From an optimization exercise on the open Yosys and OpenROAD flow, aimed at small area, a short achievable clock period and few clock cycles per item; shortcuts taken in it are not production practice.
The RTL was checked by simulation tests, not by an equivalence proof against the original design.
Power is estimated from default activity; no workload was simulated.

<file path="flow/run.sh">
#!/bin/bash
# Layout flow: the standard flow (standard.sh), with two changes.
# 1. Synthesis is ORFS's own synthesis script, run with a copy of the ORFS
#    scripts folder whose ABC mapping script (abc_speed.script, from this
#    folder) maps for a delay target, and without the full-adder cell
#    mapping (ADDER_MAP_FILE empty). Registers are mapped as before.
# 2. The port buffers are sky130_fd_sc_hd__buf_2 instead of the default
#    delay-cell buffer. Every port still gets its own buffer.
set -euo pipefail
here=$(pwd)
rm -rf "$here/scripts_abc"
cp -r "$FLOW_HOME/scripts" "$here/scripts_abc"
cp "$here/flow/abc_speed.script" "$here/scripts_abc/abc_speed.script"
export BUFFER_PORTS_ARGS="-buffer_cell sky130_fd_sc_hd__buf_2"
bash standard.sh SCRIPTS_DIR="$here/scripts_abc" ADDER_MAP_FILE= synth > synth_make.log 2>&1
bash standard.sh > standard_make.log 2>&1
</file>
<file path="flow/abc_speed.script">
strash
dch -f
map -D 4000
buffer -c
topo
upsize -c -D 4000
dnsize -c -D 4000
</file>
<file path="standard.sh">
#!/bin/bash
# synth_recipe.tcl (not shown) runs the flow's synth.tcl, then flattens the netlist and writes it again
# the make line also repeats each setting of config.mk as NAME=value (left out here)
make -C /OpenROAD-flow-scripts/flow DESIGN_CONFIG=/design/flow/config.mk WORK_HOME=/design/flow/orfs CLKGATE_MAP_FILE= SYNTH_SCRIPT=/design/flow/synth_recipe.tcl "${@:-finish}"
</file>
<file path="config.mk">
export PLATFORM = sky130hd
export DESIGN_NAME = top
export DESIGN_NICKNAME = top
export VERILOG_FILES = /design/flow/design.v
export SDC_FILE = /design/flow/constraint.sdc
export NUM_CORES = 4
export LEC_CHECK = 0
export CAP_MARGIN = 20
export CORE_MARGIN = 2
export CORE_UTILIZATION = 50
export GPL_TIMING_DRIVEN = 0
export SETUP_SLACK_MARGIN = 0.8
export SLEW_MARGIN = 20
</file>
<file path="constraint.sdc">
create_clock -name core_clock -period 8.0 [get_ports {clock}]
set_input_delay 1.6000 -clock core_clock [delete_from_list [all_inputs] [get_ports {clock}]]
set_output_delay 1.6000 -clock core_clock [all_outputs]
set_load 0.01 [all_outputs]
</file>
<file path="design.v">
module top(
    input start, op, reset, clock,
    input [31:0] data_a, data_b,
    output busy, ready,
    output [31:0] data_o
);
reg        act;    
reg        fst;    
reg        CY;     
reg        F;      
reg [28:0] X;      
reg        Un;     
reg [7:0]  Eb;     
reg        R;      
reg        CR;     
reg        K23;    
reg        GT;     
reg        BNZ;    
wire        sa = data_a[31];
wire        sb = data_b[31];
wire [7:0]  ea = data_a[30:23];
wire [7:0]  eb = data_b[30:23];
wire [23:0] ma = {1'b1, data_a[22:0]};
wire [23:0] mb = {1'b1, data_b[22:0]};
wire [8:0] dab = {1'b0, ea} - {1'b0, eb};
wire [8:0] dba = {1'b0, eb} - {1'b0, ea};
wire       ge  = ~dab[8];
wire       gt  = ge & (dab[7:0] != 8'd0);
wire [4:0] kab = (dab[7:0] > 8'd23) ? 5'd23 : dab[4:0];
wire [4:0] kba = (dba[7:0] > 8'd23) ? 5'd23 : dba[4:0];
wire [4:0] k   = ge ? kab : kba;
wire Fn   = F | ge;
wire negS = (sa & Fn) | (sb & ~Fn);    
wire nega = sa & ~Fn;                  
wire negb = sb & Fn;                   
wire sgnZ = negS ^ op;                 
wire [23:0] nmb = -mb;
wire [23:0] M   = ge ? ma : mb;
wire        special = (data_b == 32'h00000001);
wire [4:0]  ks  = (ea > 8'd23) ? 5'd23 : ea[4:0];
wire [23:0] mar;                                             
genvar gi;
generate for (gi = 0; gi < 24; gi = gi + 1) begin : rev
    assign mar[gi] = ma[23 - gi];
end endgenerate
wire        t23 = mar[ks];                                   
wire        tnz = |(mar[23:1] & ~((23'd1 << ks) - 23'd1));   
wire        s23 = t23 ^ (sa & tnz);                          
wire        cy  = op ? (s23 & tnz)
                     : (s23 | (sa & (ea == 8'd0) & (data_a[22:0] == 23'h000001)));
wire        sp1 = fst & special;
wire        nm  = act & X[28] & ~sp1;
wire [23:0] Zlo = (sgnZ ^ negb ^ nm) ? nmb : mb;
wire [2:0]  Zh0 = ~special ? {3{sgnZ}} : sa ? (op ? 3'd6 : 3'd0) : (op ? 3'd1 : 3'd7);
wire [2:0]  Zh1 = ~special ? {3{sgnZ}} : sa ? (op ? 3'd7 : 3'd1) : (op ? 3'd0 : 3'd6);
wire [2:0]  Zhi = (CY ? Zh1 : Zh0) ^ {3{nm}};
wire [57:0] Zxw = {{29{Zhi[2]}}, Zhi, Zlo, 2'b00} >> k;
wire [28:0] Zx  = Zxw[28:0];
wire [27:0] Uc = {{3{nm}}, M ^ {24{nm}}, nm} + {Zx[28:2], nm};    
wire [26:0] U  = Uc[27:1];
wire done;
always @(posedge clock or posedge reset)
begin
    if (reset) begin
        act <= 1'b0;
        fst <= 1'b0;
        F   <= 1'b0;
    end else begin
        act <= start | (act & ~done);
        fst <= start;
        if (start)
            F <= Fn;
    end
end
wire [22:0] below = (23'd1 << k) - 23'd1;
wire        nza  = |(data_a[22:0] & below);
wire        nzb  = |(data_b[22:0] & below);
wire        ra   = ma[k] ^ (nega & nza);
wire        rb   = Zx[2] ^ ((sgnZ ^ nm) & nzb);
wire        r    = (k != 5'd23) & (gt ? rb : ra);
wire [7:0]  emin = GT ? eb : ea;
wire        negR = F ? sa : sb;      
wire        wrap = K23 & ~X[28] & X[26];
wire [2:0]  wj   = X[4:2] + {2'b00, BNZ};
wire        Uneg = Un | X[28];
wire [27:0] V    = X[27:0];
wire        Vnz  = |X;
wire [1:0]  lz   = V[27] ? 2'd0 : V[26] ? 2'd1 : V[25] ? 2'd2 : 2'd3;
assign      done = ~sp1 & ~X[28] & (~Vnz | (V[27:24] != 4'd0));
always @(posedge clock)
begin
    X   <= (act & ~X[28] & ~sp1) ? {1'b0, V[23:0], 4'b0000} : {U, Zx[1:0]};
    Un  <= act & (Un | nm);
    Eb  <= act ? ((X[28] | sp1) ? Eb : Eb - 8'd4) : (gt ? eb : ea) + {3'b000, k} + 8'd2;
    R   <= r;
    CY  <= cy;
    CR  <= r & (op ^ sa ^ sb);
    K23 <= (k == 5'd23);
    GT  <= gt;
    BNZ <= (data_b[22:0] != 23'd0);
end
wire [27:0] Vn   = V << lz;
wire [21:0] f22  = wrap ? -{19'd0, wj} : Vn[25:4];
wire [1:0]  lze  = wrap ? 2'd2 : lz;                  
wire [7:0]  eo   = (~Vnz | (wrap & (wj == 3'd0))) ? emin : Eb - {6'd0, lze};
wire        sign = wrap ? (~negR | (wj == 3'd0))
                 : negR ? (~Uneg & Vnz) : Uneg;
wire [21:0] f22m = f22 - 22'd1;
wire [22:0] fo   = {CR ? f22m : f22, R};
assign data_o = {sign, eo, fo};
assign ready  = act & done;
assign busy   = act & ~done;
endmodule
</file>
==> impl_metrics.toml, run 1 <==
[outcome]
outcome = "complete, no violations"

[critical_path]
path_class = "primary input to register"
cp_data_arrival_time_ns = 7.10
slowest_delay_ns = 0.34
slowest_stage = "xor2_2"
end_kind = "register"
critPathRequiredTime_ns = 8.16
critPathBufInv = 6
critPathMostFrequentCell = "nand2_1"
crit_family = "compound AO/OA/AOI/OAI gates"
path_depth = 33
crit_fanout = 10
critPathLaunchType = "primary input"
ff2ff_path_depth = 24

[global_route]
grt_pass1_vias = 10600
grt_max_degree = 16
grt.overflow.total = 0
track_usage_pct = 35.2
grt_pass1_wl_um = 55000
antenna_found_initial = 0

[finish]
final_nets = 1788
drive_above_1_share_pct = 13.9
reg_top3 = "X (29), Eb (8)"
top_register = "X"
area_growth_pct = 13.4
fin_util_pct = 57.4
final_cell_area_um2 = 10200
antenna_cells = 0
largest_register_ffs = 29

[sta]
hold_viol_final = 0
timing.final.crit_share_pct = 86.8
finalClockSkew_ns = 0.00514
max_freq_ghz = 0.144
rsz0062_at_grt = "true"
setup-tns-final_ns = 0
relSlewSlack_pct = 49.4
min_period_ns = 6.94
tightest_slew_ns = 0.739
setup-violations-final = 0
drv_slew = 0

[placed_design]
gp_congestion = 1.07
dpl_cell_area_um2 = 9780
dpl.hpwl_um = 29300
port_buffers = 100

[hold_path]
min_delay_path_depth = 2
min_path_type = "register to register"

[logic_synthesis]
async_flop_share_pct = 6.38
synthTopCellsByArea = "nand2_1, nor2_1, dfxtp_1, inv_1, o21ai_0"
synth_seq_cells = 47
yosys.area.top_type = "nand2_1"
synth.distinct_cells = 73
yosys-top-cells-count = "nand2_1, nor2_1, inv_1"
yosys_most_used_dff = "dfxtp_1"
syn-num-nets = 1672
yosys_warnings = 1
syn_area_um2 = 8990
synth-edff-count = 8
seq_area_frac_synth_pct = 11.5
avgSynthCellArea_um2 = 5.61
syn-instance-count = 1604
yosysMostFrequentCell = "nand2_1"
synth_top_area_share_pct = 14.2

[routing]
ant_nets = 0
wl_per_cell_um = 18.0
drc = 0
totalWireLength_um = 35100
vias = 11600
drt_iter0_markers = 1102
drt_first_pass_iters = 6
post_drt_via_cell_ratio = 5.97

[pwr]
p_total_mw = 3.50
p_seq_share_pct = 13.0
pwr_density_cell_nw_per_um2 = 343
p_sw_mw = 2.01
p_leak_nw = 4.61
p_int_mw = 1.49
vdd_drop_max_mv = 0.285
clockPowerShare_pct = 7.4
pwr-share-comb_pct = 79.5
netSwitchingFraction_pct = 57.4

[floorplanning]
core_um2 = 17800
initial_utilization_pct = 50.6
rows = 49
dieHeight_um = 138
boundaryPins = 102
dieArea_um2 = 19100
die_x_um = 138

[cts]
h-tree-depth = 2
clk-insertion-delay-late_ns = 0.29
cts_tree = "done"
cts_hold_buffers = 0
clk_pin_slew_ns = 0.07
cts_buffers = 5
clock_path_buffers = 2
root_buffer = "clkbuf_16"
cts_num_sinks = 47

[run]
drv_cap = 0
## logic make-up after synthesis
family | Yosys count | share of synthesized area (%)
AND/OR/NAND/NOR | 733 | 34.5
AO/OA/AOI/OAI | 468 | 32.7
multiplexers | 11 | 1.22
XOR/XNOR | 89 | 8.83
flip-flops | 47 | 11.5
buffers and inverters | 256 | 11.3
## layout by cell type (no fill, tap or decap), types with 20 or more instances in the layout
cell	synthesis	final
nor3_1	21	21
nand4_1	22	22
dfxtp_1	36	36
nor2_2	10	21
inv_1	185	185
xnor2_1	36	36
a31oi_1	21	20
nand2_1	340	339
nor2_1	246	233
a21oi_1	90	86
nor4_1	24	23
buf_2	10	110
o22ai_1	34	33
clkbuf_1	37	33
nand3_1	29	29
o21ai_1	61	61
o21ai_0	128	125
xor2_1	51	51
## cell type report
class                           instances  area [um2]
Clock inverter                          2        37.5
Timing Repair Buffer                  109         568
Fill cell                            1951        7580
Sequential cell                        47        1040
Clock buffer                            6         150
Inverter                              199         749
Multi-Input combinational cell       1301        7100
Buffer                                 57         273
Tap cell                              229         287
## worst register-to-register path: stages, from the launching register on
cell and delay, ns:
dfrtp_1 0.45, inv_1 0.16, nor3_1 0.18, buf_2 0.27, inv_2 0.18, xor2_2 0.37
nand2_1 0.17, and2_4 0.19, buf_6 0.14, buf_8 0.15, o21ai_2 0.18, mux2i_1 0.13
o21ai_1 0.21, mux2i_1 0.13, o21ai_1 0.27, a21oi_1 0.13, and2_2 0.24, nor2_2 0.22
nand2_1 0.18, o21ai_1 0.31, a21oi_1 0.12, o21ai_0 0.29, nor2_1 0.09, nand2_1 0.15
a31oi_1 0.10
## metrics by stage
stage | hold WS [ns] | std cells | setup WS, ns
after global routing | 0.492 | 1950 | 0.732
after CTS | 0.472 | 1941 | 1.04
final | 0.472 | 1950 | 1.06
after global placement | 0.444 | 1933 | 0.731
after detailed placement | 0.454 | 1933 | 0.768
after floorplan | 0.430 | 1604 | 2.19
## power by group through the flow
| stage | logic, mW | clock network [mW] | registers (mW) |
|---|---|---|---|
| 3_5_place_dp | 2.61 | 0 | 0.460 |
| 5_1_grt | 3.06 | 0.269 | 0.471 |
| 3_3_place_gp | 2.60 | 0 | 0.457 |
| 4_1_cts | 2.63 | 0.259 | 0.455 |
| 2_1_floorplan | 1.90 | 0 | 0.426 |
| 6_report | 2.78 | 0.261 | 0.456 |
## repair_timing
item                                    4_1_cts  5_1_grt
endpoints found under the setup margin        0       21
resized for setup                             0       50
buffers inserted                              0        9
## worst paths after layout
path / startpoint / end / slack, ns
setup / recovery: data_b[30] / X[25] / 1.06
hold / removal: Un / Un / 0.47
setup reg to reg: act / X[25] / 2.85
hold reg to reg: Un / Un / 0.47
max in group asynchronous: reset / F / 6.69
min in group asynchronous: reset / act / 1.18
## routing by layer
metal / wire length, um / part of all wire, % / vias to the layer above / global-route usage, %
met5: 0 / 0 / - / 0
met4: 1410 / 4.0 / 0 / 12.5
met3: 3510 / 10 / 85 / 7.14
met2: 14800 / 42 / 576 / 55.1
met1: 15400 / 44 / 5280 / 48.3
li1: - / - / 5696 / -
Testbench counts, summed over its fixed seeds: cycles 6,476, items 3,200.
==> run 2: changes to the inputs <==
==> flow/abc_speed.script (replaced) <==
strash
dch -f
map -D 5000
buffer -c
topo
upsize -c -D 5000
dnsize -c -D 5000
==> run 2 against run 1 <==
Net effect:
- still clean
- final cell count unchanged
- maximum frequency decreased by 0.55%
- clock power decreased by 18%
- global-route usage increased by 0.46 points
- synthesized cell count decreased by 0.25%
- clock skew increased by 0.0013 ns
- synthesized area decreased by 4.2%
- critical path depth increased by 10
- critical path type unchanged
- highest routed layer unchanged
==> impl_metrics.toml, run 2 <==
[outcome]
outcome = "complete, no violations"

[logic_synthesis]
yosys_most_used_dff = "dfxtp_1"
synth_xor_area_share_pct = 9.97
synth_top_family_by_area = "simple AND/OR/NAND/NOR gates"
synth_seq_cells = 47
synth.area.mux_share_pct = 1.05
synthTopCellsByArea = "nand2_1, nor2_1, o21ai_0, inv_1, dfxtp_1"
synthAdderAreaFrac_pct = 0
synth.distinct_cells = 55
syn_area_um2 = 8610
yosys.area.top_type = "nand2_1"
synth-simple-area-share_pct = 33.6
async_flop_share_pct = 6.38
syn-num-nets = 1668
synth_compound_area_share_pct = 31.0
yosys-top-cells-count = "nand2_1, nor2_1, inv_1"
synth-edff-count = 8
yosysMostFrequentCell = "nand2_1"
yosys_warnings = 1
syn-instance-count = 1600
synth_top_area_share_pct = 14.9
seq_area_frac_synth_pct = 12.0
avgSynthCellArea_um2 = 5.38

[cts]
h-tree-depth = 2
clk-insertion-delay-late_ns = 0.29
cts_tree = "done"
root_buffer = "clkbuf_16"
clk_pin_slew_ns = 0.07
cts_buffers = 5
cts_hold_buffers = 0
clock_path_buffers = 2
cts_num_sinks = 47

[routing]
ant_nets = 0
drt_iter0_markers = 1460
drc = 0
post_drt_via_cell_ratio = 5.89
drt_first_pass_iters = 6
vias = 11500
wl_per_cell_um = 17.3
totalWireLength_um = 33800

[finish]
final_nets = 1796
fin_util_pct = 60.8
top_register = "X"
largest_register_ffs = 29
final_cell_mix = "nand2_1, nor2_1, inv_1"
final_cell_area_um2 = 10200
reg_top3 = "X (29), Eb (8)"
drive_above_1_share_pct = 14.5
area_growth_pct = 18.0
final_common_cell = "nand2_1"

[critical_path]
critPathRequiredTime_ns = 8.16
end_kind = "register"
cp_data_arrival_time_ns = 7.14
slowest_stage = "a221oi_2"
path_class = "primary input to register"
timing.rr.start = "act"
r2r-end = "X[26]"
slowest_delay_ns = 0.33
ff2ff_path_depth = 29
crit_fanout = 10
reg2reg_slack_ns = 2.97
critPathLaunchType = "primary input"

[floorplanning]
dieArea_um2 = 18300
initial_utilization_pct = 51.6
rows = 47
die_x_um = 135
core_um2 = 16700
boundaryPins = 102
dieHeight_um = 135

[pwr]
vdd_drop_max_mv = 0.322
pwr-share-comb_pct = 83.1
clockPowerShare_pct = 5.3
p_leak_nw = 4.74
pwr_density_cell_nw_per_um2 = 400
netSwitchingFraction_pct = 58.9
p_sw_mw = 2.39
p_seq_share_pct = 11.5
p_int_mw = 1.67

[hold_path]
min_delay_path_depth = 2
min_path_type = "register to register"
min_from = "X[0]"
holdPathEnd = "X[4]"

[sta]
finalClockSkew_ns = 0.00646
setup-violations-final = 0
max_freq_ghz = 0.143
tightest_slew_ns = 0.899
rsz0062_at_grt = "true"
drv_slew = 0
relSlewSlack_pct = 38.5
hold_viol_final = 0
timing.final.crit_share_pct = 87.3
layout_setup_ws_ns = 1.02
min_period_ns = 6.98

[global_route]
grt.overflow.total = 0
track_usage_pct = 35.7
grt_pass1_vias = 9917
grt_pass1_wl_um = 52000
grt_max_degree = 18
antenna_found_initial = 0

[placed_design]
gp_congestion = 1.01
port_buffers = 100
dpl_cell_area_um2 = 9390
post-place-ws_ns = -0.195
dpl.hpwl_um = 27500

[run]
drv_cap = 0
==> run 2: how the worst max path moves through the flow <==
stage                    start    end  slack, ns  cells after the start
finish              data_a[24]  X[26]       1.02                     43
global route        data_a[24]  X[20]       0.59                     45
CTS                 data_a[25]  X[26]       0.81                     41
detailed placement  data_a[24]  Eb[7]      -0.20                     37
global placement    data_a[24]  Eb[7]      -0.18                     37
floorplan           data_a[24]  Eb[7]       1.68                     36
==> run 2: cells by family after synthesis <==
| group | Yosys count |
|---|---|
| muxes | 9 |
| buffers and inverters | 280 |
| AOI/OAI and AO/OA | 449 |
| DFF | 47 |
| xor gates and xnor gates | 98 |
| and+or+nand+nor | 717 |
==> run 2: metal layers <==
metal / share of wire [%] / global-route usage (%) / vias to the layer above
met5: 0 / 0 / -
met4: 4.0 / 12.3 / 0
met3: 9.9 / 4.30 / 86
met2: 43 / 57.2 / 633
met1: 43 / 49.6 / 5153
li1: - / - / 5617
==> run 2: layout make-up <==
cell class / instances / area [um2]
sequential: 47 / 1040
buffer: 54 / 251
tap: 220 / 275
clock buffer: 5 / 125
clock inverter: 3 / 26.3
fill: 1769 / 6540
multi-input combinational: 1273 / 6910
inverter: 226 / 868
timing repair buffer: 121 / 667
antenna: 1 / 2.50
==> run 2: power groups by stage <==
stage | registers [mW] | logic [mW] | clock network, mW
floorplan | 0.437 | 2.18 | 0
global placement | 0.468 | 3.00 | 0
detailed placement | 0.471 | 3.01 | 0
CTS | 0.467 | 3.09 | 0.215
global route | 0.484 | 3.71 | 0.224
finish | 0.469 | 3.38 | 0.215
==> run 2: through the flow <==
stage	cells	power [mW]	hold slack, ns	setup TNS [ns]
6_report	1950	4.06	0.482	0
5_1_grt	1949	4.42	0.497	0
4_1_cts	1929	3.77	0.480	0
3_5_place_dp	1920	3.48	0.457	-0.609
3_3_place_gp	1920	3.47	0.446	-0.605
2_1_floorplan	1600	2.62	0.430	0
==> run 2: worst max-delay path, delay by kind of cell <==
kind	cells	cell delay [ns]
compound gates	11	1.81
simple gates	16	1.67
buf+inv	13	1.31
xor+xnor	3	0.73
==> run 2: what timing repair did <==
action / CTS / global route
buffers inserted: 1 / 19
pin swaps: 4 / 23
gates cloned: 0 / 1
resized for setup: 37 / 141
endpoints found under the setup margin: 29 / 30
==> run 3: changes to the inputs <==
==> flow/abc_speed.script (replaced) <==
strash
dch -f
map -D 4500
buffer -c
topo
upsize -c -D 4500
dnsize -c -D 4500
--- a/config.mk
+++ b/config.mk
@@ -9,5 +9,5 @@
 export CORE_MARGIN = 2
 export CORE_UTILIZATION = 50
 export GPL_TIMING_DRIVEN = 0
-export SETUP_SLACK_MARGIN = 0.8
+export SETUP_SLACK_MARGIN = 1.0
 export SLEW_MARGIN = 20
==> run 3 against run 2 <==
Net effect:
- register-to-register slack worse by 0.27 ns
- final cell count shrank 1.6%
- maximum frequency increased by 3.9%
- routed wire length is essentially flat
- critical endpoint is now CR
- highest routed layer is now met5
- largest power group unchanged
- still clean
- clock-buffer cell count is the same
- via count decreased by 1.9%
- clock power increased by 9.8%
- largest cell class unchanged
- sequential share of layout area is 0.077 points lower
- final area up 0.76%
- synthesized cell count is 1.5% lower
- worst hold slack got worse by 0.014 ns
==> impl_metrics.toml, run 3 <==
[routing]
ant_nets = 0
wl_per_cell_um = 17.6
drt_first_pass_iters = 6
drc = 0
vias = 11300
drt_iter0_markers = 1116
totalWireLength_um = 33800
post_drt_via_cell_ratio = 5.87

[sta]
finalClockSkew_ns = 0.00821
timing.final.crit_share_pct = 84.0
layout_setup_ws_ns = 1.28
setup-violations-final = 0
min_period_ns = 6.72
drv_slew = 0
max_freq_ghz = 0.149
rsz0062_at_grt = "false"
setup-tns-final_ns = 0
hold_viol_final = 0
relSlewSlack_pct = 27.6
tightest_slew_ns = 1.08

[logic_synthesis]
synth_top_family_by_area = "simple AND/OR/NAND/NOR gates"
synth.area.mux_share_pct = 1.59
synth.distinct_cells = 76
yosys_warnings = 1
yosys.area.top_type = "nand2_1"
synth_top_area_share_pct = 14.8
synthTopCellsByArea = "nand2_1, nor2_1, dfxtp_1, o21ai_0, inv_1"
yosys-top-cells-count = "nand2_1, nor2_1, inv_1"
synth_xor_area_share_pct = 10.1
synth-edff-count = 8
seq_area_frac_synth_pct = 11.7
avgSynthCellArea_um2 = 5.61
yosysMostFrequentCell = "nand2_1"
yosys_most_used_dff = "dfxtp_1"
async_flop_share_pct = 6.38
synth_seq_cells = 47
synth-simple-area-share_pct = 34.0
synth_compound_area_share_pct = 31.5
syn-num-nets = 1644
synthAdderAreaFrac_pct = 0
syn_area_um2 = 8830
syn-instance-count = 1576

[critical_path]
critPathRequiredTime_ns = 8.20
critPathLaunchType = "primary input"
end_kind = "register"
crit_fanout = 10
cp_data_arrival_time_ns = 6.92
path_class = "primary input to register"

[floorplanning]
die_x_um = 137
dieArea_um2 = 18700
rows = 48
boundaryPins = 102
core_um2 = 17300
dieHeight_um = 137
initial_utilization_pct = 51.1

[finish]
fin_util_pct = 59.2
final_nets = 1761
drive_above_1_share_pct = 16.2
final_cell_count_no_fill = 1919
final_cell_mix = "nand2_1, nor2_1, inv_1"
nFillCells = 1840
reg_top3 = "X (29), Eb (8)"
antenna_cells = 0
largest_register_ffs = 29
final_common_cell = "nand2_1"
top_register = "X"
area_growth_pct = 15.9

[placed_design]
dpl.hpwl_um = 27900
gp_congestion = 1.03
placed_cells = 1901
port_buffers = 100
post-place-ws_ns = 0.397

[pwr]
p_total_mw = 4.20
p_int_mw = 1.76
netSwitchingFraction_pct = 58.0
pwr_density_cell_nw_per_um2 = 410
vdd_drop_max_mv = 0.329
p_seq_share_pct = 11.3
clockPowerShare_pct = 5.6
pwr-share-comb_pct = 83.1
p_leak_nw = 4.68
p_sw_mw = 2.44

[global_route]
grt.overflow.total = 0
grt_max_degree = 16
track_usage_pct = 35.0
grt_pass1_vias = 9836
antenna_found_initial = 1
grt_pass1_wl_um = 51600

[cts]
cts_num_sinks = 47
cts_buffers = 5
clk-insertion-delay-late_ns = 0.29
clk_pin_slew_ns = 0.06
cts_tree = "done"
h-tree-depth = 2
root_buffer = "clkbuf_16"
clock_path_buffers = 2

[outcome]
outcome = "complete, no violations"

[hold_path]
min_path_type = "register to register"

[run]
drv_cap = 0
[run 3: cell type report]
class / count / area [um2] / share of cell area [%]
inverter: 197 / 742 / 7.25
tap: 225 / 282 / 2.75
timing repair buffer: 110 / 576 / 5.62
clock inverter: 3 / 43.8 / 0.428
clock buffer: 5 / 125 / 1.22
multi-input combinational: 1277 / 7170 / 70.0
sequential: 47 / 1040 / 10.1
buffer: 55 / 265 / 2.59
[run 3: cell families after synthesis]
group | Yosys count
mux | 14
buf+inv | 252
xor+xnor | 99
compound gates | 444
simple gates | 720
flops | 47
[run 3: metal layers]
layer	vias up	routed length (um)	global-route usage, %
met3	65	3130	7.19
met5	-	10	0
met2	536	15000	56.6
met1	5119	14600	46.8
li1	5548	-	-
met4	2	1030	9.97
[run 3: path summary, 6_finish.rpt]
| path | from | endpoint | slack [ns] | depth (start not counted) |
|---|---|---|---|---|
| worst max register to register | act | X[24] | 2.70 | 30 |
| worst max-delay path | data_a[24] | CR | 1.28 | 27 |
| worst min register to register | Un | Un | 0.47 | 2 |
| min in group asynchronous | reset | act | 1.19 | 2 |
| worst min-delay path | Un | Un | 0.47 | 2 |
| max in group asynchronous | reset | F | 6.66 | 2 |
[run 3: power by group through the flow]
stage          Combinational [mW]  Clock [mW]  Sequential (mW)
6_report                     3.49       0.236            0.474
5_1_grt                      3.85       0.245            0.488
4_1_cts                      3.19       0.238            0.471
3_5_place_dp                 3.17           0            0.476
3_3_place_gp                 3.15           0            0.474
2_1_floorplan                2.34           0            0.440
[run 3: worst max-delay path, cell delays in order]
cell and delay [ns]:
buf_2 0.16, inv_2 0.06, nor2_2 0.13, nor2_2 0.08
inv_2 0.06, nor2_1 0.04, nor2_1 0.16, inv_1 0.10
a21oi_2 0.19, nor3_1 0.08, a211oi_2 0.22, o221ai_1 0.16
xor2_1 0.17, nand4_1 0.20, o22ai_4 0.44, inv_1 0.23
clkbuf_1 0.37, o21ai_0 0.59, o31ai_2 0.18, a31oi_1 0.31
o31ai_1 0.18, o2111ai_1 0.23, a2111oi_0 0.08, a31oi_1 0.24
xnor2_1 0.20, o21ai_0 0.17, nor3_2 0.25
[run 3: metrics by stage]
step / hold slack, ns / area, um2
after floorplan: 0.430 / 8830
after global placement: 0.457 / 9620
after detailed placement: 0.458 / 9620
after CTS: 0.469 / 9800
after global routing: 0.490 / 10200
final: 0.468 / 10200
[run 3: repair_timing]
item,CTS,global route
pin swaps,0,11
buffers inserted,0,10
setup endpoints to repair,7,30
hold buffers,0,0
gates resized for setup,4,105
==> run 4: changes to the inputs <==
--- a/config.mk
+++ b/config.mk
@@ -9,5 +9,5 @@
 export CORE_MARGIN = 2
 export CORE_UTILIZATION = 50
 export GPL_TIMING_DRIVEN = 0
-export SETUP_SLACK_MARGIN = 1.0
+export SETUP_SLACK_MARGIN = 0.6
 export SLEW_MARGIN = 20
==> run 4 against run 3 <==
Net effect:
- still clean
- first-iteration DRC count fell by 2.6%
- routed wire length fell by 1.5%
- non-clock buffer count fell by 10
- flip-flop and latch count did not move
- clock-buffer cell count did not move
- maximum frequency fell by 2.5%
- global-route usage fell by 0.054 points
- clock skew fell by 0.0014 ns
- die area did not move
- critical path depth rose by 1
==> impl_metrics.toml, run 4 <==
[finish]
drive_above_1_share_pct = 12.0
top_register = "X"
fin_util_pct = 56.8
area_growth_pct = 11.3
antenna_cells = 0
final_common_cell = "nand2_1"
final_nets = 1751
final_cell_area_um2 = 9830
reg_top3 = "X (29), Eb (8)"
largest_register_ffs = 29
final_cell_mix = "nand2_1, nor2_1, inv_1"

[critical_path]
end_kind = "register"
critPathLaunchType = "primary input"
critPathRequiredTime_ns = 8.18
timing.rr.start = "act"
slowest_stage = "o22ai_2"
slowest_delay_ns = 0.52
critPathMostFrequentCell = "inv_2"
cp_data_arrival_time_ns = 7.07
reg2reg_slack_ns = 2.51
ff2ff_path_depth = 30
crit_fanout = 10
path_class = "primary input to register"
r2r-end = "X[24]"

[global_route]
grtUsageMet2_pct = 56.2
grt_max_degree = 16
track_usage_pct = 34.9
grt_use_met3_pct = 6.48
grt_pass1_vias = 9808
antenna_found_initial = 0
grt.overflow.total = 0
grt_use_met1_pct = 47.3
grt_pass1_wl_um = 51500
busiest_layer = "met2"

[placed_design]
dpl_cell_area_um2 = 9620
port_buffers = 100
gp_congestion = 1.03
dpl.hpwl_um = 27900

[logic_synthesis]
synth_seq_cells = 47
synth_top_area_share_pct = 14.8
yosys-top-cells-count = "nand2_1, nor2_1, inv_1"
synth_xor_area_share_pct = 10.1
avgSynthCellArea_um2 = 5.61
synth-simple-area-share_pct = 34.0
yosys.area.top_type = "nand2_1"
async_flop_share_pct = 6.38
synth_compound_area_share_pct = 31.5
syn_area_um2 = 8830
synth_top_family_by_area = "simple AND/OR/NAND/NOR gates"
yosys_warnings = 1
syn-num-nets = 1644
syn-instance-count = 1576
synth.area.mux_share_pct = 1.59
synth.distinct_cells = 76
synth-edff-count = 8
synthAdderAreaFrac_pct = 0
yosysMostFrequentCell = "nand2_1"
yosys_most_used_dff = "dfxtp_1"
seq_area_frac_synth_pct = 11.7
synthTopCellsByArea = "nand2_1, nor2_1, dfxtp_1, o21ai_0, inv_1"

[cts]
cts_buffers = 5
clk_pin_slew_ns = 0.06
post_cts_resized = 0
cts_hold_buffers = 0
h-tree-depth = 2
root_buffer = "clkbuf_16"
post_cts_buffers = 0
clk-insertion-delay-late_ns = 0.29
cts_tree = "done"
clock_path_buffers = 2
cts_num_sinks = 47

[pwr]
pwr_density_cell_nw_per_um2 = 404
p_int_mw = 1.65
p_total_mw = 3.97
vdd_drop_max_mv = 0.416
pwr-share-comb_pct = 82.1
p_leak_nw = 4.54
p_sw_mw = 2.32
clockPowerShare_pct = 6.0
p_seq_share_pct = 11.9
netSwitchingFraction_pct = 58.4

[floorplanning]
rows = 48
boundaryPins = 102
dieHeight_um = 137
initial_utilization_pct = 51.1
core_um2 = 17300
dieArea_um2 = 18700
die_x_um = 137

[routing]
post_drt_via_cell_ratio = 5.83
drt_iter0_markers = 1087
vias = 11100
ant_nets = 0
drt_first_pass_iters = 6
totalWireLength_um = 33300
drc = 0
wl_per_cell_um = 17.4

[sta]
rsz0062_at_grt = "true"
hold_viol_final = 0
setup-tns-final_ns = 0
max_freq_ghz = 0.145
finalClockSkew_ns = 0.00679
drv_slew = 0
tightest_slew_ns = 1.03
timing.final.crit_share_pct = 86.2
min_period_ns = 6.89
setup-violations-final = 0
relSlewSlack_pct = 30.6

[hold_path]
min_path_type = "register to register"
holdPathEnd = "Un"
min_delay_path_depth = 2
min_from = "Un"

[run]
drv_cap = 0

[outcome]
outcome = "complete, no violations"
run 4: cell counts after synthesis:
No cell type changed its count.
run 4: logic make-up after synthesis:
family,after synthesis
buffers and inverters,252
xor gates and xnor gates,99
muxes,14
AOI/OAI and AO/OA,444
DFF,47
and+or+nand+nor,720
run 4: through the flow:
step | worst slack, ns | std cells | hold slack (ns)
after floorplan | 2.12 | 1576 | 0.430
after global placement | 0.264 | 1901 | 0.457
after detailed placement | 0.397 | 1901 | 0.458
after CTS | 0.650 | 1909 | 0.469
after global routing | 0.573 | 1909 | 0.490
final | 1.11 | 1909 | 0.469
run 4: critical path: cells and delay by family:
kind	cells	cell delay, ns
AO/OA/AOI/OAI	12	2.99
XOR/XNOR	2	0.39
buffers and inverters	6	0.95
AND/OR/NAND/NOR	8	1.10
run 4: cell type report:
type | instances | area (um2)
repair buffers | 100 | 500
clock buffers | 5 | 125
well taps | 225 | 282
multi-input cells | 1277 | 6850
fillers | 1874 | 7470
flip-flops and latches | 47 | 1040
inverters | 197 | 739
plain buffers | 55 | 251
clock inverters | 3 | 43.8
run 4: how the worst max path moves through the flow:
stage	startpoint	to	slack, ns	cells after the start
6_report	data_a[24]	CR	1.11	28
3_5_place_dp	data_a[24]	CR	0.40	31
2_1_floorplan	data_a[29]	X[27]	2.12	31
5_1_grt	data_a[24]	Eb[7]	0.57	36
3_3_place_gp	data_a[24]	CR	0.26	31
4_1_cts	data_a[24]	CR	0.65	31
run 4: routing by layer:
metal	share of wire, %	routed length (um)
met1	44	14600
met2	44	14500
met3	9.1	3020
met4	3.5	1150
met5	0	0
run 4: power groups by stage:
stage / Clock [mW] / Sequential, mW / Combinational, mW
floorplan: 0 / 0.440 / 2.34
global placement: 0 / 0.474 / 3.15
detailed placement: 0 / 0.476 / 3.17
CTS: 0.238 / 0.471 / 3.18
global route: 0.245 / 0.488 / 3.62
finish: 0.237 / 0.473 / 3.26
==> run 5: changes to the inputs <==
--- a/config.mk
+++ b/config.mk
@@ -9,5 +9,5 @@
 export CORE_MARGIN = 2
 export CORE_UTILIZATION = 50
 export GPL_TIMING_DRIVEN = 0
-export SETUP_SLACK_MARGIN = 0.6
+export SETUP_SLACK_MARGIN = 0.8
 export SLEW_MARGIN = 20
==> run 5 against run 4 <==
Net effect:
- via count rose by 0.36%
- synthesized area did not move
- maximum frequency rose by 1.9%
- largest cell class unchanged
- highest routed layer unchanged
==> impl_metrics.toml, run 5 <==
[logic_synthesis]
syn-num-nets = 1644
seq_area_frac_synth_pct = 11.7
yosys.area.top_type = "nand2_1"
async_flop_share_pct = 6.38
synth_top_area_share_pct = 14.8
synth-edff-count = 8
yosysMostFrequentCell = "nand2_1"
syn-instance-count = 1576
yosys_most_used_dff = "dfxtp_1"
synth.distinct_cells = 76
avgSynthCellArea_um2 = 5.61
synth_seq_cells = 47
yosys_warnings = 1
synthTopCellsByArea = "nand2_1, nor2_1, dfxtp_1, o21ai_0, inv_1"
syn_area_um2 = 8830
yosys-top-cells-count = "nand2_1, nor2_1, inv_1"

[sta]
timing.final.crit_share_pct = 84.5
finalClockSkew_ns = 0.00740
setup-tns-final_ns = 0
setup-violations-final = 0
tightest_slew_ns = 1.05
hold_viol_final = 0
max_freq_ghz = 0.148
drv_slew = 0
relSlewSlack_pct = 29.9
min_period_ns = 6.76
rsz0062_at_grt = "true"

[hold_path]
min_path_type = "register to register"

[critical_path]
cp_data_arrival_time_ns = 6.93
critPathBufInv = 7
critPathRequiredTime_ns = 8.16
slowest_delay_ns = 0.37
end_kind = "register"
path_class = "primary input to register"
critPathMostFrequentCell = "nand2_1"
slowest_stage = "o31ai_4"
crit_family = "simple AND/OR/NAND/NOR gates"
crit_fanout = 10
critPathLaunchType = "primary input"

[finish]
final_nets = 1756
antenna_cells = 0
largest_register_ffs = 29
top_register = "X"
final_cell_count_no_fill = 1914
reg_top3 = "X (29), Eb (8)"
area_growth_pct = 13.5
final_common_cell = "nand2_1"
drive_above_1_share_pct = 13.7
final_cell_mix = "nand2_1, nor2_1, inv_1"

[pwr]
vdd_drop_max_mv = 0.375
p_leak_nw = 4.62
pwr_density_cell_nw_per_um2 = 409

[floorplanning]
die_x_um = 137
initial_utilization_pct = 51.1
boundaryPins = 102
core_um2 = 17300
rows = 48
dieArea_um2 = 18700
dieHeight_um = 137

[cts]
cts_num_sinks = 47
cts_hold_buffers = 0
h-tree-depth = 2
clock_path_buffers = 2
clk-insertion-delay-late_ns = 0.29
clk_pin_slew_ns = 0.07
cts_tree = "done"
root_buffer = "clkbuf_16"
cts_buffers = 5

[routing]
vias = 11200
totalWireLength_um = 33500
drc = 0
ant_nets = 0
drt_iter0_markers = 1185
post_drt_via_cell_ratio = 5.83
drt_first_pass_iters = 6
wl_per_cell_um = 17.5

[placed_design]
placed_cells = 1901
gp_congestion = 1.03
port_buffers = 100
dpl.hpwl_um = 27900

[global_route]
track_usage_pct = 34.9
grt_max_degree = 16
grt_pass1_vias = 9808
grt.overflow.total = 0
antenna_found_initial = 0
grt_pass1_wl_um = 51500

[run]
drv_cap = 0

[outcome]
outcome = "complete, no violations"
==> run 5: changes by cell type in the layout (fill, tap and decap cells not counted), moves of 3 or more <==
cell	change
xnor2_1	-4
nor2_1	-10
o21ai_0	-3
xnor2_2	+4
o21ai_1	+3
buf_4	+5
nor2_2	+9
==> run 5: per-layer routing <==
layer / wire [um] / vias to the layer above / GRT usage, %
met4: 1060 / 0 / 10.3
met5: 0 / - / 0
met2: 14800 / 540 / 56.2
met1: 14600 / 5038 / 47.3
met3: 2990 / 51 / 6.48
li1: - / 5533 / -
==> run 5: worst register-to-register path: cells and delay by family (launching register included) <==
family / cells / cell delay (ns)
AO/OA/AOI/OAI: 8 / 1.29
AND/OR/NAND/NOR: 16 / 2.54
buffers and inverters: 4 / 0.61
XOR/XNOR: 2 / 0.35
flip-flops: 1 / 0.47
==> run 5: logic make-up after synthesis <==
kind of cell | count (synthesis) | synth area share (%)
flip-flops | 47 | 11.7
buffers and inverters | 252 | 11.2
multiplexers | 14 | 1.59
XOR/XNOR | 99 | 10.1
AO/OA/AOI/OAI | 444 | 31.5
AND/OR/NAND/NOR | 720 | 34.0
==> run 5: path summary, 6_finish.rpt <==
| kind | startpoint | to | slack [ns] | cells after the start |
|---|---|---|---|---|
| max in group asynchronous | reset | F | 6.66 | 2 |
| worst min register to register | Un | Un | 0.47 | 2 |
| worst min-delay path | Un | Un | 0.47 | 2 |
| worst max register to register | act | X[25] | 2.60 | 30 |
| min in group asynchronous | reset | act | 1.19 | 2 |
| worst max-delay path | data_a[24] | X[25] | 1.24 | 43 |
==> run 5: timing repair <==
| action | in CTS | in global routing |
|---|---|---|
| gates resized for setup | 1 | 55 |
| endpoints found under the setup margin | 2 | 25 |
| pin swaps | 0 | 4 |
| buffers inserted | 0 | 5 |
==> run 5: layout make-up <==
class / count / area, um2
Fill cell: 1866 / 7270
Sequential cell: 47 / 1040
Clock buffer: 5 / 125
Buffer: 55 / 255
Inverter: 197 / 739
Multi-Input combinational cell: 1277 / 7000
Clock inverter: 3 / 43.8
Tap cell: 225 / 282
Timing Repair Buffer: 105 / 538
==> run 5: metrics by stage <==
step	area, um2	util (%)	worst slack, ns	hold WS [ns]	power, mW
finish	10000	57.9	1.24	0.468	4.10
global route	10000	57.9	0.753	0.490	4.48
CTS	9790	56.6	0.803	0.469	3.89
detailed placement	9620	55.6	0.397	0.458	3.65
global placement	9620	55.6	0.264	0.457	3.62
floorplan	8830	-	2.12	0.430	2.78
==> run 5: power by group <==
part | leakage (nW) | internal, mW | switching [mW] | total (mW)
Sequential | 0.418 | 0.369 | 0.105 | 0.474
Clock | 0.0838 | 0.147 | 0.0898 | 0.237
Combinational | 4.11 | 1.20 | 2.19 | 3.38
==> run 6: changes to the inputs <==
==> flow/run.sh (replaced) <==
#!/bin/bash
# Layout flow: the standard flow (standard.sh), with two changes.
# 1. Synthesis is ORFS's own synthesis script, run with a copy of the ORFS
#    scripts folder whose ABC mapping script (abc_speed.script, from this
#    folder) maps for a delay target, and without the full-adder cell
#    mapping (ADDER_MAP_FILE empty). Registers are mapped as before.
# 2. The port buffers are sky130_fd_sc_hd__buf_1 instead of the default
#    delay-cell buffer. Every port still gets its own buffer.
set -euo pipefail
here=$(pwd)
rm -rf "$here/scripts_abc"
cp -r "$FLOW_HOME/scripts" "$here/scripts_abc"
cp "$here/flow/abc_speed.script" "$here/scripts_abc/abc_speed.script"
export BUFFER_PORTS_ARGS="-buffer_cell sky130_fd_sc_hd__buf_1"
bash standard.sh SCRIPTS_DIR="$here/scripts_abc" ADDER_MAP_FILE= synth > synth_make.log 2>&1
bash standard.sh > standard_make.log 2>&1
--- a/config.mk
+++ b/config.mk
@@ -8,6 +8,8 @@
 export CAP_MARGIN = 20
 export CORE_MARGIN = 2
 export CORE_UTILIZATION = 50
+export CTS_CLUSTER_DIAMETER = 150
+export CTS_CLUSTER_SIZE = 50
 export GPL_TIMING_DRIVEN = 0
 export SETUP_SLACK_MARGIN = 0.8
 export SLEW_MARGIN = 20
==> run 6 against run 5 <==
Net effect:
- register-to-register slack improved by 0.12 ns
- die area stayed put
- critical path depth shrank 12
- synthesized cell count stayed put
- critical endpoint is now X[27]
- largest cell class unchanged
==> impl_metrics.toml, run 6 <==
[global_route]
track_usage_pct = 35.1
grt_pass1_wl_um = 51500
antenna_found_initial = 0
grt_pass1_vias = 9788
grt_max_degree = 17
grt.overflow.total = 0

[sta]
drv_slew = 0
setup-tns-final_ns = 0
layout_setup_ws_ns = 1.20
tightest_slew_ns = 0.983
relSlewSlack_pct = 34.1
max_freq_ghz = 0.147
hold_viol_final = 0
setup-violations-final = 0
min_period_ns = 6.80
rsz0062_at_grt = "true"
timing.final.crit_share_pct = 85.0
finalClockSkew_ns = 0.00792

[routing]
ant_nets = 0
drc = 0
routed-wl-met2_um = 14500
drt_first_pass_iters = 6
drt-met1-wl_um = 15000
drt_iter0_markers = 903
vias = 11100
routed.top_layer = "met4"
dr_wl_met3_um = 2640
wl_per_cell_um = 17.5
post_drt_via_cell_ratio = 5.83
totalWireLength_um = 33500

[critical_path]
reg2reg_slack_ns = 2.72
end_kind = "register"
slowest_stage = "a221o_1"
r2r-end = "X[27]"
slowest_delay_ns = 0.36
critPathRequiredTime_ns = 8.21
critPathLaunchType = "primary input"
cp_data_arrival_time_ns = 7.01
path_class = "primary input to register"
ff2ff_path_depth = 28
crit_fanout = 10
critPathMostFrequentCell = "nor2_1"
crit_path_start = "data_a[23]"
timing.rr.start = "act"

[placed_design]
port_buffers = 100
gp_congestion = 1.05
dpl.hpwl_um = 27900
post-place-ws_ns = 0.297

[cts]
clock_path_buffers = 2
cts_num_sinks = 47
clk-insertion-delay-late_ns = 0.29
cts_tree = "done"
clk_pin_slew_ns = 0.07
h-tree-depth = 2
root_buffer = "clkbuf_16"
cts_hold_buffers = 0
post_cts_buffers = 0
cts_buffers = 5

[finish]
drive_above_1_share_pct = 7.66
final_common_cell = "nand2_1"
largest_register_ffs = 29
reg_top3 = "X (29), Eb (8)"
nFillCells = 1926
final_nets = 1751
antenna_cells = 0
area_growth_pct = 11.5
final_cell_mix = "nand2_1, nor2_1, inv_1"
top_register = "X"

[logic_synthesis]
yosys_most_used_dff = "dfxtp_1"
synthTopCellsByArea = "nand2_1, nor2_1, dfxtp_1, o21ai_0, inv_1"
syn-num-nets = 1644
syn_area_um2 = 8830
async_flop_share_pct = 6.38
syn-instance-count = 1576
avgSynthCellArea_um2 = 5.61
yosysMostFrequentCell = "nand2_1"
yosys-top-cells-count = "nand2_1, nor2_1, inv_1"
synth_top_area_share_pct = 14.8
yosys.area.top_type = "nand2_1"
seq_area_frac_synth_pct = 11.7
synth-edff-count = 8
synth_seq_cells = 47
yosys_warnings = 1
synth.distinct_cells = 76

[pwr]
vdd_drop_max_mv = 0.360
pwr_density_cell_nw_per_um2 = 405
p_leak_nw = 4.31
p_total_mw = 3.99

[floorplanning]
boundaryPins = 102
die_x_um = 137
core_um2 = 17300
rows = 48
initial_utilization_pct = 51.1
dieHeight_um = 137
dieArea_um2 = 18700

[hold_path]
holdPathEnd = "Un"
min_path_type = "register to register"
min_delay_path_depth = 2
min_from = "Un"

[run]
drv_cap = 0

[outcome]
outcome = "complete, no violations"
==> run 6: cell types whose count changed in the layout (fill, tap and decap cells not counted), moves of 2 or more <==
cell	before	now
xnor2_1	24	26
buf_2	108	5
buf_4	7	2
clkbuf_4	1	4
inv_2	21	19
nand2_2	5	3
inv_4	0	2
nand2_1	346	348
clkbuf_2	4	11
xnor2_2	5	3
buf_1	3	97
==> run 6: layout make-up <==
cell class              instances  area [um2]  share of cell area, %
plain buffers                  55         265                   2.69
clock buffers                   5         125                   1.27
clock inverters                 3        22.5                  0.229
inverters                     197         742                   7.53
multi-input cells            1277        7000                   71.0
flip-flops and latches         47        1040                   10.5
well taps                     225         282                   2.86
repair buffers                100         382                   3.87
==> run 6: metal layers <==
| metal | global-route usage (%) | up-vias |
|---|---|---|
| met2 | 54.7 | 494 |
| met1 | 47.9 | 5032 |
| met3 | 5.70 | 73 |
| met4 | 14.5 | 0 |
| met5 | 0 | - |
| li1 | - | 5538 |
==> run 6: what timing repair did <==
item                       4_1_cts  5_1_grt
setup endpoints to repair        4       25
gates cloned                     0        0
gates resized for setup          2       63
==> run 6: stage by stage <==
stage / instance area [um2] / cells / util, % / hold slack (ns)
after floorplan: 8830 / 1576 / - / 0.430
after global placement: 9490 / 1901 / 54.9 / 0.459
after detailed placement: 9490 / 1901 / 54.9 / 0.468
after CTS: 9640 / 1909 / 55.7 / 0.479
after global routing: 9850 / 1909 / 57.0 / 0.514
final: 9850 / 1909 / 57.0 / 0.479
==> run 6: how the worst max path moves through the flow <==
stage / endpoint / slack [ns] / cells after the start
3_3_place_gp: CR / 0.27 / 30
4_1_cts: CR / 0.85 / 26
2_1_floorplan: X[27] / 2.12 / 31
5_1_grt: X[28] / 0.77 / 37
6_report: X[27] / 1.20 / 31
3_5_place_dp: CR / 0.30 / 30
==> run 6: cell families (layout without fill, tap and decap cells) <==
family	count (synthesis)	count (layout)	share of synthesized area, %
AOI/OAI and AO/OA	444	444	31.5
xor gates and xnor gates	99	99	10.1
buffers and inverters	252	360	11.2
DFF	47	47	11.7
muxes	14	14	1.59
and+or+nand+nor	720	720	34.0
==> run 6: worst max-delay path: cells and delay by family <==
family / cells / cell delay, ns
XOR/XNOR: 1 / 0.17
AND/OR/NAND/NOR: 11 / 1.65
AO/OA/AOI/OAI: 11 / 2.13
buffers and inverters: 7 / 1.15
multiplexers: 1 / 0.27
==> run 6: power breakdown <==
group	internal (mW)	total [mW]	switching (mW)
registers	0.369	0.475	0.106
logic	1.12	3.31	2.19
clock network	0.117	0.214	0.0968
total	1.60	3.99	2.39
==> run 7: changes to the inputs <==
--- a/config.mk
+++ b/config.mk
@@ -7,9 +7,7 @@
 export LEC_CHECK = 0
 export CAP_MARGIN = 20
 export CORE_MARGIN = 2
-export CORE_UTILIZATION = 50
-export CTS_CLUSTER_DIAMETER = 150
-export CTS_CLUSTER_SIZE = 50
+export CORE_UTILIZATION = 55
 export GPL_TIMING_DRIVEN = 0
 export SETUP_SLACK_MARGIN = 0.8
 export SLEW_MARGIN = 20
==> run 7 against run 6 <==
Net effect:
- total power shrank 0.43%
- synthesized area is the same
- clock power rose by 14%
- final cell count down 0.42%
- flip-flop and latch count unchanged
- non-clock buffer count rose by 1
- worst setup slack lost 0.24 ns
- via count up 0.92%
- critical path type unchanged
- highest routed layer unchanged
==> impl_metrics.toml, run 7 <==
[logic_synthesis]
synth.distinct_cells = 76
async_flop_share_pct = 6.38
synth-simple-area-share_pct = 34.0
avgSynthCellArea_um2 = 5.61
syn_area_um2 = 8830
synth_top_area_share_pct = 14.8
synth_top_family_by_area = "simple AND/OR/NAND/NOR gates"
seq_area_frac_synth_pct = 11.7
synthTopCellsByArea = "nand2_1, nor2_1, dfxtp_1, o21ai_0, inv_1"
yosys.area.top_type = "nand2_1"
syn-num-nets = 1644
yosys-top-cells-count = "nand2_1, nor2_1, inv_1"
synth-edff-count = 8
yosys_most_used_dff = "dfxtp_1"
synthAdderAreaFrac_pct = 0
yosysMostFrequentCell = "nand2_1"
syn-instance-count = 1576
synth_xor_area_share_pct = 10.1
synth_compound_area_share_pct = 31.5
yosys_warnings = 1
synth.area.mux_share_pct = 1.59
synth_seq_cells = 47

[routing]
wl_per_cell_um = 16.7
drc = 0
post_drt_via_cell_ratio = 5.91
totalWireLength_um = 31800
drt_iter0_markers = 1118
ant_nets = 0
drt_first_pass_iters = 6
vias = 11200

[sta]
whs_ns = 0.486
max_freq_ghz = 0.142
rsz0062_at_grt = "true"
tightest_slew_ns = 1.01
finalClockSkew_ns = 0.00540
relSlewSlack_pct = 32.0
setup-violations-final = 0
setup-tns-final_ns = 0
drv_slew = 0
min_period_ns = 7.04
hold_viol_final = 0
timing.final.crit_share_pct = 88.0

[floorplanning]
core_um2 = 15800
die_x_um = 131
dieHeight_um = 131
initial_utilization_pct = 56.0
boundaryPins = 102
rows = 46
dieArea_um2 = 17100

[global_route]
grt.overflow.total = 0
grt_pass1_vias = 9700
grt_use_met1_pct = 50.3
track_usage_pct = 36.5
grtUsageMet2_pct = 57.2
antenna_found_initial = 0
grt_use_met3_pct = 5.29
grt_pass1_wl_um = 49200
grt_max_degree = 17
busiest_layer = "met2"

[pwr]
p_total_mw = 3.98
p_leak_nw = 4.30
vdd_drop_max_mv = 0.303
pwr_density_cell_nw_per_um2 = 405

[cts]
clk-insertion-delay-late_ns = 0.29
root_buffer = "clkbuf_16"
cts_tree = "done"
cts_hold_buffers = 0
clk_pin_slew_ns = 0.07
clock_path_buffers = 2
cts_num_sinks = 47
cts_buffers = 5
h-tree-depth = 2

[placed_design]
dpl.hpwl_um = 26300
gp_congestion = 1.15
port_buffers = 100

[finish]
area_growth_pct = 11.2
reg_top3 = "X (29), Eb (8)"
final_nets = 1752
top_register = "X"
antenna_cells = 0
drive_above_1_share_pct = 7.54
final_cell_mix = "nand2_1, nor2_1, inv_1"
largest_register_ffs = 29
final_common_cell = "nand2_1"

[run]
drv_cap = 0

[hold_path]
min_path_type = "register to register"

[critical_path]
critPathBufInv = 5
end_kind = "register"
critPathLaunchType = "primary input"
cp_data_arrival_time_ns = 7.20
path_class = "primary input to register"
slowest_stage = "o21ai_0"
slowest_delay_ns = 0.62
critPathRequiredTime_ns = 8.16
crit_fanout = 10
crit_family = "compound AO/OA/AOI/OAI gates"

[outcome]
outcome = "complete, no violations"
[run 7: final timing paths]
| path | from | to | slack [ns] | cells after the start |
|---|---|---|---|---|
| min in group asynchronous | reset | act | 1.17 | 2 |
| hold reg to reg | X[19] | X[23] | 0.49 | 2 |
| setup / recovery | data_a[23] | CR | 0.96 | 25 |
| setup reg to reg | act | X[24] | 2.65 | 30 |
| max in group asynchronous | reset | fst | 6.68 | 2 |
| hold / removal | X[19] | X[23] | 0.49 | 2 |
[run 7: final cells by class]
type	instances	area (um2)
sequential	47	1040
timing repair buffer	101	389
fill	1664	5940
tap	216	270
multi-input combinational	1277	6970
clock inverter	3	45.0
inverter	197	739
buffer	55	254
clock buffer	5	125
[run 7: cell families after synthesis]
group | Yosys count
simple gates | 720
compound gates | 444
buf+inv | 252
xor+xnor | 99
flops | 47
mux | 14
[run 7: where the power goes]
group          internal (mW)  total, mW  switching (mW)
sequential             0.369      0.472           0.103
combinational           1.12       3.26            2.15
clock                  0.149      0.244          0.0950
[run 7: through the flow]
| stage | util [%] | area, um2 | instances | setup slack (ns) |
|---|---|---|---|---|
| 5_1_grt | 62.3 | 9830 | 1901 | 0.681 |
| 6_report | 62.3 | 9830 | 1901 | 0.958 |
| 2_1_floorplan | - | 8830 | 1576 | 2.12 |
| 3_3_place_gp | 60.1 | 9480 | 1892 | 0.344 |
| 4_1_cts | 61.2 | 9650 | 1900 | 0.856 |
| 3_5_place_dp | 60.1 | 9480 | 1892 | 0.445 |
[run 7: worst min-delay path: stages, from the launching register on]
cell	delay, ns
dfxtp_1	0.32
nand2_1	0.07
o21ai_1	0.05
[run 7: layer usage]
metal | part of all wire [%] | wire length, um | vias up
li1 | - | - | 5528
met1 | 43 | 13700 | 4976
met2 | 43 | 13600 | 631
met3 | 9.6 | 3050 | 104
met4 | 4.6 | 1450 | 0
met5 | 0 | 0 | -
[run 7: repair_timing]
action | CTS | global route
gates resized for setup | 1 | 49
setup endpoints to repair | 1 | 22
pin swaps | 0 | 2
buffers inserted | 0 | 1
==> run 8: changes to the inputs <==
--- a/config.mk
+++ b/config.mk
@@ -7,7 +7,8 @@
 export LEC_CHECK = 0
 export CAP_MARGIN = 20
 export CORE_MARGIN = 2
-export CORE_UTILIZATION = 55
+export CORE_UTILIZATION = 50
 export GPL_TIMING_DRIVEN = 0
+export PLACE_DENSITY = 0.75
 export SETUP_SLACK_MARGIN = 0.8
 export SLEW_MARGIN = 20
==> run 8 against run 7 <==
Net effect:
- maximum frequency up 2.0%
- clock skew down 0.00084 ns
- critical path depth up 6
- sequential share of layout area down 0.089 points
- final cell count up 0.58%
- synthesized area unchanged
- synthesized cell count unchanged
- flip-flop and latch count unchanged
- critical path type unchanged
- largest cell class unchanged
==> impl_metrics.toml, run 8 <==
[placed_design]
gp_congestion = 1.05
port_buffers = 100
dpl_cell_area_um2 = 9490
dpl.hpwl_um = 27800
placed_cells = 1901

[run]
drv_cap = 0

[pwr]
pwr_density_cell_nw_per_um2 = 403
pwr-share-comb_pct = 82.2
clockPowerShare_pct = 6.0
vdd_drop_max_mv = 0.301
p_leak_nw = 4.33
p_int_mw = 1.65
netSwitchingFraction_pct = 58.6
p_seq_share_pct = 11.7
p_sw_mw = 2.34

[logic_synthesis]
seq_area_frac_synth_pct = 11.7
yosys-top-cells-count = "nand2_1, nor2_1, inv_1"
yosysMostFrequentCell = "nand2_1"
yosys_warnings = 1
avgSynthCellArea_um2 = 5.61
syn-instance-count = 1576
synth-edff-count = 8
synth_top_area_share_pct = 14.8
synth.distinct_cells = 76
synthTopCellsByArea = "nand2_1, nor2_1, dfxtp_1, o21ai_0, inv_1"
yosys.area.top_type = "nand2_1"
async_flop_share_pct = 6.38
synth_seq_cells = 47
syn_area_um2 = 8830
yosys_most_used_dff = "dfxtp_1"
syn-num-nets = 1644

[finish]
final_cell_mix = "nand2_1, nor2_1, inv_1"
final_nets = 1754
top_register = "X"
final_cell_count_no_fill = 1912
multiInputGateArea_um2 = 7020
nFillCells = 1788
reg_top3 = "X (29), Eb (8)"
antenna_cells = 0
final_cell_area_um2 = 9910
drive_above_1_share_pct = 7.59
regArea_um2 = 1040
final_common_cell = "nand2_1"
largest_register_ffs = 29
area_growth_pct = 12.2

[cts]
cts_num_sinks = 47
h-tree-depth = 2
clock_path_buffers = 2
cts_buffers = 5
clk_pin_slew_ns = 0.06
clk-insertion-delay-late_ns = 0.28
root_buffer = "clkbuf_16"
cts_tree = "done"

[sta]
setup-tns-final_ns = 0
rsz0062_at_grt = "true"
tightest_slew_ns = 1.11
relSlewSlack_pct = 25.8
setup-violations-final = 0
timing.final.crit_share_pct = 86.3
whs_ns = 0.463
min_period_ns = 6.90
finalClockSkew_ns = 0.00457
max_freq_ghz = 0.145
drv_slew = 0
hold_viol_final = 0

[routing]
totalWireLength_um = 33200
vias = 11200
drt_iter0_markers = 1063
drt_first_pass_iters = 6
ant_nets = 0
wl_per_cell_um = 17.4
post_drt_via_cell_ratio = 5.86
drc = 0

[floorplanning]
dieHeight_um = 137
dieArea_um2 = 18700
rows = 48
core_um2 = 17300
die_x_um = 137
initial_utilization_pct = 51.1
boundaryPins = 102

[global_route]
track_usage_pct = 34.7
antenna_found_initial = 0
grt_pass1_vias = 9953
grt_pass1_wl_um = 51500
grt_max_degree = 15
grt.overflow.total = 0

[critical_path]
end_kind = "register"
crit_fanout = 10
slowest_delay_ns = 0.59
critPathMostFrequentCell = "nand2_1"
critPathRequiredTime_ns = 8.16
cp_data_arrival_time_ns = 7.06
critPathLaunchType = "primary input"
slowest_stage = "a2111oi_1"
path_class = "primary input to register"

[outcome]
outcome = "complete, no violations"

[hold_path]
min_path_type = "register to register"
-- run 8: cell types whose count changed in the layout (fill, tap and decap cells not counted), moves of 2 or more --
cell / before / now
clkbuf_1: 35 / 33
nor2_2: 21 / 17
o31ai_2: 5 / 3
buf_4: 3 / 5
o31ai_4: 2 / 4
nor2_4: 1 / 4
-- run 8: final cells by class --
| cell class | count | area share (%) |
|---|---|---|
| inverter | 197 | 7.46 |
| multi-input combinational | 1277 | 70.8 |
| sequential | 47 | 10.5 |
| buffer | 55 | 2.63 |
| clock buffer | 6 | 1.40 |
| tap | 225 | 2.84 |
| clock inverter | 2 | 0.354 |
| timing repair buffer | 103 | 4.05 |
-- run 8: kinds of logic (layout without fill, tap and decap cells) --
group                  Yosys count  after routing  share of synthesized area [%]
XOR/XNOR                        99             99                           10.1
multiplexers                    14             14                           1.59
AND/OR/NAND/NOR                720            720                           34.0
buffers and inverters          252            363                           11.2
AO/OA/AOI/OAI                  444            444                           31.5
flip-flops                      47             47                           11.7
-- run 8: routing by layer --
layer	track usage (%)	vias up	wire, um
met3	5.85	83	2960
met5	0	-	0
li1	-	5544	-
met1	47.2	5015	14600
met4	10.1	0	1200
met2	56.3	564	14500
-- run 8: worst max-delay path, delay by kind of cell --
family | cells | cell delay, ns
AO/OA/AOI/OAI | 10 | 2.13
XOR/XNOR | 2 | 0.33
buffers and inverters | 8 | 1.48
AND/OR/NAND/NOR | 11 | 1.50
-- run 8: worst paths after layout --
kind                                  from  endpoint  slack, ns  cells after the start
worst max-delay path            data_a[24]        CR       1.10                     31
worst min-delay path                  X[0]      X[4]       0.46                      2
worst max register to register         act     X[28]       2.67                     24
worst min register to register        X[0]      X[4]       0.46                      2
max in group asynchronous            reset       act       6.72                      2
min in group asynchronous            reset       fst       1.14                      2
-- run 8: through the flow --
step                setup slack, ns  util [%]  power, mW
floorplan                      2.12         -       2.78
global placement             0.0895      54.9       3.53
detailed placement            0.222      54.9       3.57
CTS                           0.808      55.9       3.82
global route                  0.753      57.3       4.37
finish                         1.10      57.3       3.99
-- run 8: what timing repair did --
action,4_1_cts,5_1_grt
endpoints found under the setup margin,2,25
pin swaps,0,3
hold buffers,0,0
buffers inserted,0,3
gates cloned,0,0
resized for setup,2,58
-- run 8: power groups by stage --
stage               Sequential, mW  Combinational [mW]  Clock [mW]
floorplan                    0.440                2.34           0
global placement             0.469                3.06           0
detailed placement           0.472                3.10           0
CTS                          0.468                3.11       0.240
global route                 0.486                3.63       0.253
finish                       0.468                3.28       0.241
==> run 9: changes to the inputs <==
--- a/config.mk
+++ b/config.mk
@@ -9,6 +9,5 @@
 export CORE_MARGIN = 2
 export CORE_UTILIZATION = 50
 export GPL_TIMING_DRIVEN = 0
-export PLACE_DENSITY = 0.75
 export SETUP_SLACK_MARGIN = 0.8
 export SLEW_MARGIN = 20
==> run 9 against run 8 <==
Net effect:
- total power is essentially flat
- largest power group unchanged
- die area is the same
- largest cell class unchanged
- worst setup slack gained 0.10 ns
- clock-buffer cell count shrank 1
- register-to-register slack gained 0.05 ns
==> impl_metrics.toml, run 9 <==
[outcome]
outcome = "complete, no violations"

[critical_path]
r2r-end = "X[27]"
critPathRequiredTime_ns = 8.21
crit_fanout = 10
crit_end = "X[27]"
critPathBufInv = 7
end_kind = "register"
critPathMostFrequentCell = "nor2_1"
slowest_stage = "a221o_1"
critPathLaunchType = "primary input"
slowest_delay_ns = 0.36
path_depth = 31
cp_data_arrival_time_ns = 7.01
ff2ff_path_depth = 28
path_class = "primary input to register"
reg2reg_slack_ns = 2.72
crit_family = "compound AO/OA/AOI/OAI gates"
crit_path_start = "data_a[23]"
timing.rr.start = "act"

[routing]
ant_nets = 0
vias = 11100
post_drt_via_cell_ratio = 5.83
drt_first_pass_iters = 6
wl_per_cell_um = 17.5
totalWireLength_um = 33500
drt_iter0_markers = 903
drc = 0

[finish]
reg_top3 = "X (29), Eb (8)"
nFillCells = 1926
final_cell_mix = "nand2_1, nor2_1, inv_1"
area_growth_pct = 11.5
antenna_cells = 0
top_register = "X"
largest_register_ffs = 29
final_nets = 1751
multiInputGateArea_um2 = 7000
drive_above_1_share_pct = 7.66
regArea_um2 = 1040
final_common_cell = "nand2_1"

[logic_synthesis]
yosys_most_used_dff = "dfxtp_1"
synth_top_area_share_pct = 14.8
synth.distinct_cells = 76
synthTopCellsByArea = "nand2_1, nor2_1, dfxtp_1, o21ai_0, inv_1"
syn_area_um2 = 8830
yosys_warnings = 1
async_flop_share_pct = 6.38
yosysMostFrequentCell = "nand2_1"
syn-instance-count = 1576
yosys.area.top_type = "nand2_1"
yosys-top-cells-count = "nand2_1, nor2_1, inv_1"
avgSynthCellArea_um2 = 5.61
seq_area_frac_synth_pct = 11.7
synth-edff-count = 8
syn-num-nets = 1644
synth_seq_cells = 47

[hold_path]
min_delay_path_depth = 2
min_path_type = "register to register"

[sta]
drv_slew = 0
max_freq_ghz = 0.147
hold_viol_final = 0
finalClockSkew_ns = 0.00792
tightest_slew_ns = 0.983
setup-tns-final_ns = 0
relSlewSlack_pct = 34.1
min_period_ns = 6.80
rsz0062_at_grt = "true"
setup-violations-final = 0
timing.final.crit_share_pct = 85.0

[pwr]
vdd_drop_max_mv = 0.360
pwr_density_cell_nw_per_um2 = 405
p_total_mw = 3.99
p_leak_nw = 4.31

[placed_design]
gp_congestion = 1.05
port_buffers = 100
dpl.hpwl_um = 27900

[floorplanning]
dieArea_um2 = 18700
dieHeight_um = 137
initial_utilization_pct = 51.1
boundaryPins = 102
rows = 48
core_um2 = 17300
die_x_um = 137

[cts]
clock_path_buffers = 2
cts_num_sinks = 47
cts_buffers = 5
clk_pin_slew_ns = 0.07
root_buffer = "clkbuf_16"
cts_hold_buffers = 0
clk-insertion-delay-late_ns = 0.29
cts_tree = "done"
h-tree-depth = 2

[global_route]
track_usage_pct = 35.1
grt_pass1_vias = 9788
grt_max_degree = 17
grt.overflow.total = 0
grt_pass1_wl_um = 51500
antenna_found_initial = 0

[run]
drv_cap = 0
==> run 9: cell counts after synthesis <==
Identical to the previous run, type by type.
==> run 9: how the worst min path moves through the flow <==
stage / to / slack, ns / startpoint
2_1_floorplan: X[4] / 0.43 / X[0]
3_3_place_gp: Un / 0.46 / Un
3_5_place_dp: Un / 0.47 / Un
4_1_cts: Un / 0.48 / Un
5_1_grt: X[25] / 0.51 / X[21]
6_report: Un / 0.48 / Un
==> run 9: layer usage <==
| metal | up-vias | GRT usage (%) | routed length, um |
|---|---|---|---|
| li1 | 5538 | - | - |
| met1 | 5032 | 47.9 | 15000 |
| met2 | 494 | 54.7 | 14500 |
| met3 | 73 | 5.70 | 2640 |
| met4 | 0 | 14.5 | 1440 |
| met5 | - | 0 | 0 |
==> run 9: repair_timing <==
| action | in CTS | in global routing |
|---|---|---|
| pin swaps | 0 | 0 |
| hold endpoints to repair | 0 | 0 |
| gates resized for setup | 2 | 63 |
| setup buffers | 0 | 0 |
| endpoints found under the setup margin | 4 | 25 |
==> run 9: cell type report <==
cell class,instances,area share (%)
multi-input combinational,1277,71.0
sequential,47,10.5
inverter,197,7.53
timing repair buffer,100,3.87
tap,225,2.86
buffer,55,2.69
clock buffer,5,1.27
clock inverter,3,0.229
==> run 9: power breakdown <==
| part | switching (mW) | leakage, nW | internal [mW] |
|---|---|---|---|
| Clock | 0.0968 | 0.0708 | 0.117 |
| Combinational | 2.19 | 3.82 | 1.12 |
| Sequential | 0.106 | 0.418 | 0.369 |
| Total | 2.39 | 4.31 | 1.60 |
==> run 9: per-stage QoR <==
step | area [um2] | std cells | util [%] | worst slack [ns] | hold WS, ns
after global placement | 9490 | 1901 | 54.9 | 0.270 | 0.459
after global routing | 9850 | 1909 | 57.0 | 0.769 | 0.514
after detailed placement | 9490 | 1901 | 54.9 | 0.297 | 0.468
after floorplan | 8830 | 1576 | - | 2.12 | 0.430
after CTS | 9640 | 1909 | 55.7 | 0.854 | 0.479
final | 9850 | 1909 | 57.0 | 1.20 | 0.479
==> run 9: cell families (layout without fill, tap and decap cells) <==
logic type	Yosys count	after routing	synth area share, %
AND/OR/NAND/NOR	720	720	34.0
AO/OA/AOI/OAI	444	444	31.5
buffers and inverters	252	360	11.2
XOR/XNOR	99	99	10.1
flip-flops	47	47	11.7
multiplexers	14	14	1.59
==> run 9: worst min-delay path, stage by stage, from the launching register on <==
cell and delay (ns):
dfxtp_1 0.32, nand2_1 0.07, nand2_1 0.05

[re-timing with driven ports]
The flow's constraints put no driver on any port. The routed layouts listed below were extracted and timed again, unchanged, in two steps. Step 1 (the two cells are an assumption about what drives the block):
set clk [get_ports {clock}]
set_driving_cell -lib_cell sky130_fd_sc_hd__clkbuf_16 $clk
set_driving_cell -lib_cell sky130_fd_sc_hd__buf_2 [delete_from_list [all_inputs] $clk]
Step 2, shift: input delay + t, output delay - t, t = (earliest + latest rising clock arrival at the registers) / 2. This alone moves slack from input paths to output paths. a / b / c = ideal ports / drivers / drivers and shift; a / b = the first two.
run | t (ns) | slack for setup (ns) | worst setup path at the end | latest minus earliest clock arrival (ns)
run 1 | 0.327 | 1.056 / 1.072 / 0.745 | input to register | 0.006 / 0.006
run 2 | 0.323 | 1.018 / 1.032 / 0.709 | input to register | 0.008 / 0.008
run 3 | 0.320 | 1.281 / 1.299 / 0.979 | input to register | 0.008 / 0.008
run 4 | 0.321 | 1.107 / 1.127 / 0.807 | input to register | 0.007 / 0.007
run 5 | 0.321 | 1.236 / 1.254 / 0.934 | input to register | 0.007 / 0.007
run 6 | 0.327 | 1.200 / 1.211 / 0.884 | input to register | 0.008 / 0.008
run 7 | 0.327 | 0.958 / 0.970 / 0.643 | input to register | 0.006 / 0.006
run 8 | 0.318 | 1.098 / 1.112 / 0.794 | input to register | 0.005 / 0.005
run 9 | 0.327 | 1.200 / 1.211 / 0.884 | input to register | 0.008 / 0.008
After both steps every run listed still meets setup and hold.
